Background: an optimization exercise with open tools, aiming at small area, a short achievable clock period and few clock cycles. Do not read the settings as production practice. The RTL was checked by simulation tests, not by an equivalence proof against the original design. Power figures rest on the tool's default switching activity, not on a simulated workload.

the reference run:
==> flow/design.v <==
`timescale 1ns / 1ps
module mycpu(
	input clk,
	input rst,
	output write,
	output [7:0] ins_addr,
	input [31:0] data_in,
	output [31:0] data_out,
	input [4:0] index,
	output [31:0] reg_out
    );
localparam TYPE_R    = 6'b000000;
localparam TYPE_ADDI = 6'b001000;
localparam TYPE_ANDI = 6'b001100;
localparam TYPE_ORI  = 6'b001101;
localparam TYPE_LW   = 6'b100011;
localparam TYPE_SW   = 6'b101011;
localparam TYPE_BEQ  = 6'b000100;
localparam TYPE_BNE  = 6'b000101;
localparam TYPE_J    = 6'b000010;
localparam FUNC_ADD  = 6'b100000;
localparam FUNC_SUB  = 6'b100010;
localparam FUNC_AND  = 6'b100100;
localparam FUNC_OR   = 6'b100101;
localparam FUNC_SLT  = 6'b101010;
localparam FUNC_SLL  = 6'b000000;
localparam FUNC_SRL  = 6'b000010;
localparam FUNC_SRA  = 6'b000011;
localparam [1023:0] RST_VAL = {
	480'h0,                             
	32'd9, 32'hffffffff,                
	96'h0,                              
	32'd11, 32'd10, 32'd9, 32'd8,       
	32'd7, 32'd6, 32'd5, 32'd4,         
	32'd3, 32'd2, 32'd5, 32'd1          
};
reg [1023:0] cRegs;    
reg        xwen;       
reg        xlw, xsw, xbeq, xbne, xj;
reg        xadd, xandd, xorr, xslt, xsll, xsrx;  
reg        xsub, xsra;
reg [4:0]  xrd;        
reg [4:0]  xsa;
reg [31:0] xa, xb;     
reg [7:0]  xt;         
reg [7:0]  fpc;        
wire        xmem = xlw | xsw;
wire        eq = (xa == xb);
wire        btaken = (xbeq & eq) | (xbne & ~eq);
wire [7:0]  lsAddr = xa[7:0] + xt;
wire [7:0]  bAddr = fpc + xt;
assign ins_addr = xmem ? lsAddr : xj ? xt : btaken ? bAddr : fpc;
assign write = xsw;
assign data_out = xb;
wire [32:0] sum = {1'b0, xa} + {1'b0, xsub ? ~xb : xb} + {32'd0, xsub};
function [31:0] rev(input [31:0] v);
	integer k;
	for (k = 0; k < 32; k = k + 1) rev[k] = v[31-k];
endfunction
wire [31:0] shin = xsll ? rev(xb) : xb;
wire        fill = xsra & xb[31];
wire [31:0] shr = $signed({fill, shin}) >>> xsa;
wire [31:0] alu = ({32{xadd}} & sum[31:0]) |
                  ({32{xandd}} & (xa & xb)) |
                  ({32{xorr}}  & (xa | xb)) |
                  ({31'd0, xslt & ~sum[32]}) |
                  ({32{xsll}} & rev(shr)) |
                  ({32{xsrx}} & shr);
wire        fetch = ~xmem;
wire [5:0]  op   = data_in[31:26];
wire [4:0]  rs   = data_in[25:21];
wire [4:0]  rt   = data_in[20:16];
wire [4:0]  rd   = data_in[15:11];
wire [5:0]  func = data_in[5:0];
wire        isR  = (op == TYPE_R);
wire        fAdd = isR & (func == FUNC_ADD);
wire        fSub = isR & (func == FUNC_SUB);
wire        fAnd = isR & (func == FUNC_AND);
wire        fOr  = isR & (func == FUNC_OR);
wire        fSlt = isR & (func == FUNC_SLT);
wire        fSll = isR & (func == FUNC_SLL);
wire        fSrl = isR & (func == FUNC_SRL);
wire        fSra = isR & (func == FUNC_SRA);
wire        iAdd = (op == TYPE_ADDI);
wire        iAnd = (op == TYPE_ANDI);
wire        iOr  = (op == TYPE_ORI);
wire        isImm = iAdd | iAnd | iOr;
wire [4:0]  dst  = isR ? rd : rt;
function [31:0] rdsel(input [1023:0] regs, input [4:0] n);
	integer k;
	begin
		rdsel = 32'h0;
		for (k = 0; k < 32; k = k + 1)
			rdsel = rdsel | (regs[32*k +: 32] & {32{n == k}});
	end
endfunction
wire [31:0] rfs = rdsel(cRegs, rs);
wire [31:0] rft = rdsel(cRegs, rt);
wire [31:0] vs = (xwen & (xrd == rs)) ? alu : rfs;
wire [31:0] vt = (xwen & (xrd == rt)) ? alu : rft;
wire [31:0] imm = iAdd ? {{16{data_in[15]}}, data_in[15:0]} :
                         {16'h0000, data_in[15:0]};
wire [7:0]  npc = ins_addr + 8'd1;
wire        go = fetch & ~rst;
always @(posedge clk) begin
	if (rst)
		fpc <= 8'h00;
	else if (fetch)
		fpc <= npc;
	xwen <= go & (fAdd | fSub | fAnd | fOr | fSlt | fSll | fSrl | fSra | isImm);
	xlw  <= go & (op == TYPE_LW);
	xsw  <= go & (op == TYPE_SW);
	xbeq <= go & (op == TYPE_BEQ);
	xbne <= go & (op == TYPE_BNE);
	xj   <= go & (op == TYPE_J);
	xadd <= fAdd | fSub | iAdd;
	xandd <= fAnd | iAnd;
	xorr  <= fOr | iOr;
	xslt <= fSlt;
	xsll <= fSll;
	xsrx <= fSrl | fSra;
	xsub <= fSub | fSlt;
	xsra <= fSra;
	xrd  <= dst;
	xsa  <= data_in[10:6];
	xa   <= vs;
	xb   <= isImm ? imm : vt;
	xt   <= data_in[7:0];
end
wire        rfWe  = xwen | xlw;
wire [31:0] rfVal = xlw ? data_in : alu;
wire [31:0] wz = rst ? 32'h00000000 : rfVal;
wire [31:0] wo = rst ? 32'hffffffff : rfVal;
genvar g, b;
generate
	for (g = 0; g < 32; g = g + 1) begin : regfile
		wire en = rst | (rfWe & (xrd == g));
		for (b = 0; b < 32; b = b + 1) begin : bits
			always @(posedge clk)
				if (en)
					cRegs[32*g + b] <= RST_VAL[32*g + b] ? wo[b] : wz[b];
		end
	end
endgenerate
assign reg_out = rdsel(cRegs, index);
endmodule
clock: 10.0 ns
lec_check: 0
cap_margin: 10
cell_pad_in_sites_detail_placement: 1
cell_pad_in_sites_global_placement: 2
core_margin: 2
core_utilization: 30
cts_buf_list: sky130_fd_sc_hd__clkbuf_16
cts_cluster_diameter: 80
cts_cluster_size: 24
place_density: 0.45
setup_slack_margin: 4.3
slew_margin: 10
tns_end_percent: 5
standard.sh (not shown) runs the stock make flow with config.mk's settings and CLKGATE_MAP_FILE= SYNTH_SCRIPT=/design/flow/synth_recipe.tcl, a recipe that flattens the netlist after the stock synthesis.
==> flow/flow/run.sh <==
#!/bin/bash
# Layout flow: the standard flow (standard.sh, standard synthesis
# unchanged), with two changes after synthesis:
#  - after floorplan, rebuild_regout.tcl rebuilds the debug read port
#    (reg_out = register[index]) as a shallow decoder and AND-OR tree;
#  - the port buffers are buf_4 cells, which timing repair can size up
#    (the default delay-cell buffers can only be swapped for other delay cells).
set -euo pipefail
here=$(pwd)
bash standard.sh \
  POST_FLOORPLAN_TCL="$here/flow/rebuild_regout.tcl" \
  BUFFER_PORTS_ARGS="-buffer_cell sky130_fd_sc_hd__buf_4" \
  finish > "$here/standard_flow.log" 2>&1
Other scripts of this flow, unchanged in this note and not shown: flow/flow/rebuild_regout.tcl
The reference run: done, clean on timing, DRC and antenna
Testbench counts of the reference run, summed over its fixed seeds: cycles 36,345.
Modified inputs, the trial run compared to the reference run
# the reference run
export LEC_CHECK = 0
export CAP_MARGIN = 10
export CELL_PAD_IN_SITES_DETAIL_PLACEMENT = 1
export CELL_PAD_IN_SITES_GLOBAL_PLACEMENT = 2
export CORE_MARGIN = 2
export CORE_UTILIZATION = 30
export CTS_BUF_LIST = sky130_fd_sc_hd__clkbuf_16
export CTS_CLUSTER_DIAMETER = 80
export CTS_CLUSTER_SIZE = 24
export PLACE_DENSITY = 0.45
export SETUP_SLACK_MARGIN = 4.3
export SLEW_MARGIN = 10
export TNS_END_PERCENT = 5
create_clock -name core_clock -period 10.0 [get_ports {clk}]
# the trial run
export LEC_CHECK = 0
export CAP_MARGIN = 10
export CELL_PAD_IN_SITES_DETAIL_PLACEMENT = 1
export CELL_PAD_IN_SITES_GLOBAL_PLACEMENT = 2
export CORE_MARGIN = 2
export CORE_UTILIZATION = 36
export CTS_BUF_LIST = sky130_fd_sc_hd__clkbuf_16
export CTS_CLUSTER_DIAMETER = 80
export CTS_CLUSTER_SIZE = 24
export PLACE_DENSITY = 0.5
export SETUP_SLACK_MARGIN = 4.3
export SLEW_MARGIN = 10
export TNS_END_PERCENT = 5
create_clock -name core_clock -period 10.0 [get_ports {clk}]
## What came out
Comparing hold slack for the reference run and the trial run, the smaller number came from the trial run.
Re slew at the pin closest to its max-slew limit: the reference run was lower than the trial run.
On internal power, the trial run does better than the reference run.
Across both runs, sequential share of layout area was higher for the trial run than for the reference run.
Compared with the reference run, the trial run shows a global-route usage that is 6.0 points higher.
Relative to the reference run, the summed area of non-filler cells in the final layout of the trial run is lower by 1600 µm².
Combinational fraction of design power, the reference run and the trial run: smaller value in the trial run
Density: the trial run denser than the reference run
Relative to the reference run, die area has gone down in the trial run.
The via count of the routed design was comparable across the reference run and the trial run.
The reference run ended up with index[3] as its startpoint of the most critical setup path; the trial run ended up with index[0].
[flow] the trial run | stages: complete | final checks: fail | reason: max-capacitance violations, max-slew violations

-- static timing again, ports no longer ideal --
In the flow no input, the clock included, has a driving cell. The finished layouts below were timed again as built, in two steps. Step 1 sets driving cells, clkbuf_16 on the clock port and buf_2 on the other inputs (assumed; they add their load-dependent delay and slew). Step 2, shift: input delay + t, output delay - t, t = (earliest + latest rising clock arrival at the registers) / 2. This alone moves slack from input paths to output paths. Three values: ideal ports, drivers, drivers and shift; two values: the first two.
| run | t, ns | setup slack, ns | worst register clock-pin slew, ns |
|---|---|---|---|
| the reference run | 0.873 | 4.165 / 4.126 / 3.577 | 0.10 / 0.10 |
| the trial run | 0.875 | 4.115 / 4.093 / 3.528 | 0.10 / 0.10 |
For the reference run, which loses most, drivers alone change the setup slack by -0.039 ns; drivers and shift together by -0.588 ns.
